Background: an optimization exercise with open tools, aiming at a short achievable clock period and few clock cycles. Do not read the settings as production practice.
Only simulation tests tie the RTL to the original design; equivalence was not proved.

==> v37: inputs <==
Design CPU, start of the top module:
module CPU(
    clk,
    rst_n,
    data_read,
    instruction,
    data_wen,
    data_addr,
    inst_addr,
    data_write
    );
    input clk;
    input rst_n;
    input [31:0] instruction;
    input [31:0] data_read;
    output data_wen;
    output [31:0] data_addr;
    output [31:0] inst_addr;
    output [31:0] data_write;
    integer i;
    reg  [4:0]  pc;           
    reg  [4:0]  pc_n;         
    reg  [1:0]  bht [0:31];
    reg  [4:0]  th;                  
    reg  [1:0]  tpht [0:31];         
    reg         jt_v [0:31];
    reg  [4:0]  jt_t [0:31];
    reg         fz_v [0:31];
    reg  [4:0]  fz_t [0:31];
    reg         fl_v [0:31];
    reg  [4:0]  fl_rt [0:31];
    reg         ls_v [0:31];
    reg  [4:0]  ls_d [0:31];
    reg  [4:0]  ls_o [0:31];
    reg         ls_sd [0:31];
    reg         sp_v [0:31];
    reg  [4:0]  sp_rt [0:31];
    reg  [3:0]  sp_im [0:31];
    reg         af_v [0:7];
    reg  [1:0]  af_tag [0:7];
    reg  [4:0]  af_d [0:7];
    reg  [4:0]  af_o [0:7];
    reg         af_sd [0:7];
    reg  [4:0]  af_tgt [0:7];
    reg  [4:0]  af_fl [0:7];
    reg         e_valid;
    reg         e_we, e_lw, e_s3, e_sw, e_beq, e_slt, e_radd, e_plw, e_pred, e_fz, e_fl, e_tri;
    reg         e_side;
    reg  [4:0]  e_rd, e_rd2, e_rd3, e_pc, e_pc1, e_alt, e_rs;
    reg         e_pair, e_af, e_alu1, m_af;
    reg  [4:0]  e_fall, e_ro;
    reg  [3:0]  e_im2;
    reg  [4:0]  e_r2;
    reg         m_pair;
    reg  [31:0] m_addr2, m_sd2;
    reg  [31:0] e_av, e_bv, e_tv;
    reg         e_fa_m, e_fa_w, e_fa_l, e_fa_3, e_fb_m, e_fb_w, e_fb_l, e_fb_3;
    reg         e_ft_m, e_ft_w, e_ft_l, e_ft_3;
    reg         e_ca_d, e_ct_d;
  ...
make LEC_CHECK=0 CAP_MARGIN=20 CELL_PAD_IN_SITES_DETAIL_PLACEMENT=2 CELL_PAD_IN_SITES_GLOBAL_PLACEMENT=2 CORE_MARGIN=2 CORE_UTILIZATION=20 PLACE_DENSITY=0.35 SETUP_SLACK_MARGIN=5 SLEW_MARGIN=20 finish   # period 10.0 ns
run.sh (not shown) runs the stock make flow with config.mk's settings and CLKGATE_MAP_FILE= SYNTH_SCRIPT=/design/flow/synth_recipe.tcl, a recipe that flattens the netlist after the stock synthesis.
==> v24: changes against v37 <==
--- a/flow/design.v
+++ b/flow/design.v
@@ -54,25 +54,24 @@
     reg  [31:0] m_addr2, m_sd2;
     reg  [31:0] e_av, e_bv, e_tv;
     reg         e_fa_m, e_fa_w, e_fa_l, e_fa_3, e_fb_m, e_fb_w, e_fb_l, e_fb_3;
     reg         e_ft_m, e_ft_w, e_ft_l, e_ft_3;
     reg         e_ca_d, e_ct_d;
     reg         m_we, m_lw, m_s3, m_wen, m_tri, m_bv, m_btk, m_pred, m_side;
     reg  [4:0]  m_rd, m_rd2, m_rd3, m_pc, m_alt;
     reg  [31:0] m_alu, m_sd, m_addr, m_oth;
-    reg         r_j, r_fz, r_fl, r_sp, r_ls, r_af, r_lssd, r_afsd;
-    reg  [4:0]  r_idx, r_ins, r_tgt, r_rt, r_rdf, r_lso, r_afo, r_aftgt, r_affl, r_afi;
     reg         u_v, u_tk, u_t;
     reg  [4:0]  u_pc;
     reg  [4:0]  e_th, m_th;
     reg         w_we, w_lw, w_s3, w_v3;
     reg  [4:0]  w_rd, w_rd2, w_rd3;
     reg  [31:0] w_alu, w_ld;
     reg  [31:0] rf [1:31];
+    wire        e_mis;
     wire        m_mis;
     wire [4:0]  f_pc   = ~pc_n;
     wire [5:0]  f_op   = instruction[31:26];
     wire [4:0]  f_rs   = instruction[25:21];
     wire [4:0]  f_rt   = instruction[20:16];
     wire [4:0]  f_rdf  = instruction[15:11];
     wire [31:0] f_imm  = {{16{instruction[15]}}, instruction[15:0]};
     wire        f_isr  = (f_op == 6'd0);
@@ -176,18 +175,16 @@
     wire        f_b_reg = f_isr;                        
     wire        u_s_any = f_isr | f_addi | f_lw | f_sw | f_beq;
     wire        u_t_any = f_isr | f_sw | f_beq;
     wire        stall  = (e3_s & u_s_any) | (e3_t & u_t_any) |
                          (el_s & (f_add | f_addi | f_lw | f_sw)) | (el_t & f_add) |
                          (h3_2 & f_sp) | (e_valid & e_pair & (f_lw | f_sw | f_fl)) |
                          (f_af & e_valid & e_s3 & (e_rd3 == f_ro));
     assign inst_addr = {27'd0, pc};
-    wire        keep   = (f_pc == m_alt) & ~stall &
-                         ~(e_valid & (e_we | e_lw | e_s3 | e_beq | e_fz | e_tri | e_af));
     wire [31:0] w_v3w = {31'd0, w_v3};
     wire [31:0] e_a  = e_fa_m ? m_alu : e_fa_3 ? w_v3w : e_fa_l ? w_ld : e_fa_w ? w_alu : e_av;
     wire [31:0] e_b  = e_fb_m ? m_alu : e_fb_3 ? w_v3w : e_fb_l ? w_ld : e_fb_w ? w_alu : e_bv;
     wire [31:0] e_t0 = e_ft_m ? m_alu : e_ft_3 ? w_v3w : e_ft_l ? w_ld : e_ft_w ? w_alu : e_tv;
     wire [31:0] e_ct;
     wire        e_lt, e_eq, m_lt;
     wire [4:0]  pc_next;
     wire [31:0] e_sum = e_a + e_b;
@@ -204,20 +201,21 @@
                         (w_s3 & (w_rd3 == e_r2)) ? w_v3w :
                         (w_lw & (w_rd2 == e_r2)) ? w_ld :
                         (w_we & (w_rd == e_r2)) ? w_alu : e_r2r;
     wire [31:0] e_res = e_slt ? {31'd0, e_lt} : e_sum;
     wire        e_tk  = e_fz ? ~e_lt : e_eq;
     wire        m_tk  = ~m_lt;
     CPU_redirect redirect (
         .data_read(data_read), .e_a(e_a), .e_t0(e_t0), .m_oth(m_oth),
-        .e_ca_d(e_ca_d), .e_ct_d(e_ct_d | e_tri), .m_tri(m_tri), .m_pred(m_pred),
-        .m_side(m_side), .m_af(m_af), .m_alu(m_alu), .m_bv(m_bv), .m_btk(m_btk),
-        .m_alt(m_alt), .f_next(stall ? f_pc : f_next), .keep(keep),
-        .e_ct(e_ct), .e_lt(e_lt), .e_eq(e_eq), .m_lt(m_lt), .m_mis(m_mis),
+        .e_ca_d(e_ca_d), .e_ct_d(e_ct_d | e_tri), .e_valid(e_valid), .e_fz(e_fz),
+        .e_beq(e_beq), .e_pred(e_pred), .m_tri(m_tri), .m_pred(m_pred), .m_side(m_side),
+        .m_af(m_af), .m_alu(m_alu),
+        .m_alt(m_alt), .e_alt(e_alt), .f_next(f_next),
+        .e_ct(e_ct), .e_lt(e_lt), .e_eq(e_eq), .m_lt(m_lt), .e_mis(e_mis), .m_mis(m_mis),
         .pc_next(pc_next)
     );
     assign data_wen   = m_wen;
     assign data_addr  = m_addr;
     assign data_write = m_sd;
     always @(posedge clk or negedge rst_n) begin
         if (!rst_n) begin
             pc <= 5'd0;
@@ -259,82 +257,62 @@
             e_af <= 1'b0; e_alu1 <= 1'b0; m_af <= 1'b0; e_fall <= 5'd0; e_ro <= 5'd0;
             e_rs <= 5'd0; e_pair <= 1'b0; e_im2 <= 4'd0; e_r2 <= 5'd0;
             m_pair <= 1'b0; m_addr2 <= 32'd0; m_sd2 <= 32'd0;
             m_we <= 1'b0; m_lw <= 1'b0; m_s3 <= 1'b0; m_wen <= 1'b0; m_tri <= 1'b0;
             m_bv <= 1'b0; m_btk <= 1'b0; m_pred <= 1'b0; m_side <= 1'b0;
             m_rd <= 5'd0; m_rd2 <= 5'd0; m_rd3 <= 5'd0; m_pc <= 5'd0; m_alt <= 5'd0;
             m_alu <= 32'd0; m_sd <= 32'd0; m_addr <= 32'd0; m_oth <= 32'd0;
             u_v <= 1'b0; u_tk <= 1'b0; u_pc <= 5'd0; u_t <= 1'b0;
-            r_j <= 1'b0; r_fz <= 1'b0; r_fl <= 1'b0; r_sp <= 1'b0; r_ls <= 1'b0; r_af <= 1'b0;
-            r_lssd <= 1'b0; r_afsd <= 1'b0; r_idx <= 5'd0; r_ins <= 5'd0; r_tgt <= 5'd0;
-            r_rt <= 5'd0; r_rdf <= 5'd0; r_lso <= 5'd0; r_afo <= 5'd0; r_aftgt <= 5'd0;
-            r_affl <= 5'd0; r_afi <= 5'd0;
             e_th <= 5'd0; m_th <= 5'd0; th <= 5'd0;
             for (i = 0; i < 32; i = i + 1) tpht[i] <= 2'b01;
             w_we <= 1'b0; w_lw <= 1'b0; w_s3 <= 1'b0; w_v3 <= 1'b0;
             w_rd <= 5'd0; w_rd2 <= 5'd0; w_rd3 <= 5'd0;
             w_alu <= 32'd0; w_ld <= 32'd0;
             for (i = 1; i < 32; i = i + 1) rf[i] <= 32'd0;
         end else begin
-            pc   <= pc_next;
-            pc_n <= ~pc_next;
-            r_idx   <= f_pc - 5'd1;
-            r_j     <= f_j;
-            r_fz    <= f_fzrec;
-            r_fl    <= f_flrec;
-            r_sp    <= f_sprec;
-            r_ls    <= f_lsrec;
-            r_af    <= f_afrec;
-            r_ins   <= instruction[4:0];
-            r_tgt   <= f_tgt;
-            r_rt    <= f_rt;
-            r_rdf   <= f_rdf;
-            r_lso   <= (f_rs == e_rd2) ? f_rt : f_rs;
-            r_lssd  <= (f_rs == e_rd2);
-            r_afo   <= (f_rs == e_rd) ? f_rt : f_rs;
-            r_afsd  <= (f_rs == e_rd);
-            r_aftgt <= fz_t[f_pc];
-            r_affl  <= f_fall2;
-            r_afi   <= e_pc;
+            if (m_mis | e_mis | ~stall) begin
+                pc   <= pc_next;
+                pc_n <= ~pc_next;
+            end
             for (i = 0; i < 32; i = i + 1) begin
-                if (r_idx == i) begin
-                    if (r_j) begin
+                if (f_pc == (i + 1) % 32) begin
+                    if (f_j) begin
                         jt_v[i] <= 1'b1;
-                        jt_t[i] <= r_ins;
+                        jt_t[i] <= instruction[4:0];
                     end
-                    if (r_fz) begin
+                    if (f_fzrec) begin
                         fz_v[i] <= 1'b1;
-                        fz_t[i] <= r_tgt;
+                        fz_t[i] <= f_tgt;
                     end
-                    if (r_fl) begin
+                    if (f_flrec) begin
                         fl_v[i] <= 1'b1;
-                        fl_rt[i] <= r_rt;
+                        fl_rt[i] <= f_rt;
                     end
-                    if (r_sp) begin
+                    if (f_sprec) begin
                         sp_v[i] <= 1'b1;
-                        sp_rt[i] <= r_rt;
-                        sp_im[i] <= r_ins[3:0];
+                        sp_rt[i] <= f_rt;
+                        sp_im[i] <= instruction[3:0];
                     end
-                    if (r_ls) begin
+                    if (f_lsrec) begin
                         ls_v[i] <= 1'b1;
-                        ls_d[i] <= r_rdf;
-                        ls_o[i] <= r_lso;
-                        ls_sd[i] <= r_lssd;
+                        ls_d[i] <= f_rdf;
+                        ls_o[i] <= (f_rs == e_rd2) ? f_rt : f_rs;
+                        ls_sd[i] <= (f_rs == e_rd2);
                     end
                 end
             end
-            if (r_af) begin
-                af_v[r_afi[2:0]] <= 1'b1;
-                af_tag[r_afi[2:0]] <= r_afi[4:3];
-                af_d[r_afi[2:0]] <= r_rdf;
-                af_o[r_afi[2:0]] <= r_afo;
-                af_sd[r_afi[2:0]] <= r_afsd;
-                af_tgt[r_afi[2:0]] <= r_aftgt;
-                af_fl[r_afi[2:0]] <= r_affl;
+            if (f_afrec) begin
+                af_v[e_pc[2:0]] <= 1'b1;
+                af_tag[e_pc[2:0]] <= e_pc[4:3];
+                af_d[e_pc[2:0]] <= f_rdf;
+                af_o[e_pc[2:0]] <= (f_rs == e_rd) ? f_rt : f_rs;
+                af_sd[e_pc[2:0]] <= (f_rs == e_rd);
+                af_tgt[e_pc[2:0]] <= fz_t[f_pc];
+                af_fl[e_pc[2:0]] <= f_fall2;
             end
             u_v     <= m_bv | m_tri | m_af;
             u_t     <= m_tri;
             u_tk    <= (m_tri | m_af) ? m_tk : m_btk;
             u_pc    <= m_tri ? m_th : m_pc;
             if (m_tri) th <= {th[3:0], m_tk};
             if (u_v & u_t) begin
                 if (u_tk) begin
@@ -345,17 +323,17 @@
             end
             if (u_v & ~u_t) begin
                 if (u_tk) begin
                     if (bht[u_pc] != 2'b11) bht[u_pc] <= bht[u_pc] + 2'b01;
                 end else begin
                     if (bht[u_pc] != 2'b00) bht[u_pc] <= bht[u_pc] - 2'b01;
                 end
             end
-            e_valid <= (~m_mis | keep) & ~stall & ~f_j;
+            e_valid <= ~m_mis & ~e_mis & ~stall & ~f_j;
             e_we    <= f_we;
             e_lw    <= f_ld;
             e_s3    <= f_s3;
             e_sw    <= f_sw;
             e_beq   <= f_beq;
             e_slt   <= f_slt;
             e_radd  <= f_add & ~f_rdz;
             e_plw   <= f_lw & ~f_rtz & ~f_tri;
@@ -434,30 +412,30 @@
             w_alu   <= m_alu;
             w_ld    <= data_read;
             w_v3    <= m_lt;
         end
     end
 endmodule
 module CPU_redirect(
     data_read, e_a, e_t0, m_oth,
-    e_ca_d, e_ct_d, m_tri, m_pred, m_side, m_af, m_alu, m_bv, m_btk,
-    m_alt, f_next, keep,
-    e_ct, e_lt, e_eq, m_lt, m_mis, pc_next
+    e_ca_d, e_ct_d, e_valid, e_fz, e_beq, e_pred, m_tri, m_pred, m_side, m_af, m_alu,
+    m_alt, e_alt, f_next,
+    e_ct, e_lt, e_eq, m_lt, e_mis, m_mis, pc_next
     );
-    input  [31:0] data_read, e_a, e_t0, m_oth, m_alu;
-    input         e_ca_d, e_ct_d, m_tri, m_pred, m_side, m_af, m_bv, m_btk;
-    input  [4:0]  m_alt, f_next;
-    input         keep;
+    input  [31:0] data_read, e_a, e_t0, m_oth;
+    input         e_ca_d, e_ct_d, e_valid, e_fz, e_beq, e_pred, m_tri, m_pred, m_side, m_af;
+    input  [31:0] m_alu;
+    input  [4:0]  m_alt, e_alt, f_next;
     output [31:0] e_ct;
-    output        e_lt, e_eq, m_lt, m_mis;
+    output        e_lt, e_eq, m_lt, e_mis, m_mis;
     output [4:0]  pc_next;
     wire [31:0] e_ca = e_ca_d ? data_read : e_a;
     assign e_ct  = e_ct_d ? data_read : e_t0;
     assign e_lt  = $signed(e_ca) < $signed(e_ct);
     assign e_eq  = (e_ca == e_ct);
     wire   m_ltd = m_side ? ($signed(data_read) < $signed(m_oth)) : ($signed(m_oth) < $signed(data_read));
     wire   m_lta = m_side ? ($signed(m_alu) < $signed(m_oth)) : ($signed(m_oth) < $signed(m_alu));
     assign m_lt  = m_af ? m_lta : m_ltd;
-    assign m_mis = ((m_tri | m_af) & (m_lt == m_pred)) | (m_bv & (m_btk != m_pred));
-    wire   [4:0]  m_next = keep ? f_next : m_alt;
-    assign pc_next = m_mis ? m_next : f_next;
+    assign e_mis = e_valid & ((e_fz & (e_lt == e_pred)) | (e_beq & (e_eq != e_pred)));
+    assign m_mis = (m_tri | m_af) & (m_lt == m_pred);
+    assign pc_next = m_mis ? m_alt : e_mis ? e_alt : f_next;
 endmodule
==> flow/flow/run.sh (new file) <==
#!/bin/bash
# The standard layout (standard synthesis unchanged), with:
#  - the port buffers made of buf_4 cells instead of the library's smallest buffer.
set -euo pipefail
bash standard.sh SETUP_SLACK_MARGIN=6.5 \
  "BUFFER_PORTS_ARGS=-buffer_cell sky130_fd_sc_hd__buf_4" finish > standard_flow.log 2>&1
==> flow/standard.sh (new file) <==
#!/bin/bash
# synth_recipe.tcl (not shown) runs the flow's synth.tcl, then flattens the netlist and writes it again
# the make line also repeats each setting of config.mk as NAME=value (left out here)
make -C /OpenROAD-flow-scripts/flow DESIGN_CONFIG=/design/flow/config.mk WORK_HOME=/design/flow/orfs CLKGATE_MAP_FILE= SYNTH_SCRIPT=/design/flow/synth_recipe.tcl "${@:-finish}"
CELL_PAD_IN_SITES_DETAIL_PLACEMENT = 1   (was 2)
CELL_PAD_IN_SITES_GLOBAL_PLACEMENT = default   (was 2)
CORE_UTILIZATION = 35   (was 20)
PLACE_DENSITY = 0.5   (was 0.35)
SETUP_SLACK_MARGIN = default   (was 5)
SYNTH_HIERARCHICAL = 1   (was default)
removed: flow/run.sh
==> notes.md <==
| metric | v37 | v24 |
|---|---|---|
| Area after detailed placement | 198400 um^2 | 188600 um^2 |
| Gate count after technology mapping | 17670 | 17800 |
| Flip-flop and latch count after synthesis | 3169 | 3117 |
| DIE WIDTH | 949.5 um | 713.5 um |
| Simple-gate area share of the yosys netlist | 0.1060 | 0.1097 |
| Average cell area after synthesis | 10.12 um^2 | 9.899 um^2 |
| # placed instances | 28740 | 23470 |
| Number of clock sinks | 3169 | 3117 |
| Post-synth top area share | 0.4339 | 0.4329 |
| Mapped cell area | 178800 um^2 | 176200 um^2 |
| Status | finished clean | aborted with a tool error |
| Stage where the flow stopped | - | global routing |
| Synthesized-area fraction occupied by adder cells | 0.01258 | 0.01263 |
| # Post-CTS Setup Buffers | 223 | 1131 |
| Pre-CTS setup slack | 2392 ps | 2548 ps |
| Post-synth cell types | 96 | 110 |
| Synth Warn # | 30 | 36 |
| Resized Gates After CTS | 475 | 2686 |
| Die height | 949.5 um | 713.5 um |
| Multiplexer area fraction after synthesis | 0.1639 | 0.1480 |
| Share of the synthesized area in compound gates (AO/OA/AOI/OAI) | 0.2184 | 0.2294 |
| Post-detail-place hpwl | 1051000 um | 736100 um |
Testbench counts of v37, summed over its fixed seeds: cycles 35,193.
Testbench counts of v24, summed over its fixed seeds: cycles 36,499.

==> what the ideal ports hide <==
Ports are ideal in the flow. The routed layout listed here was re-timed in OpenROAD. Step 1 assumes that a clkbuf_16 drives the clock port and a buf_2 every other input. Step 2 also shifts input and output timing later by t, the mid clock arrival at the registers, as if the neighbouring blocks saw the same clock. Slacks: ideal / step 1 / step 2; pairs: ideal / step 1.
run: v37
t (ns): 1.250
setup WS [ns]: 4.749 / 4.832 / 3.584
worst setup path at the end: input to register
worst data-port slew with drivers (ns): 0.11
cell pins on the clock port's net: 1
After both steps v37 still meets setup and hold. The setup slack of v37 moves by +0.083 ns with the drivers and by -1.165 ns with both steps.
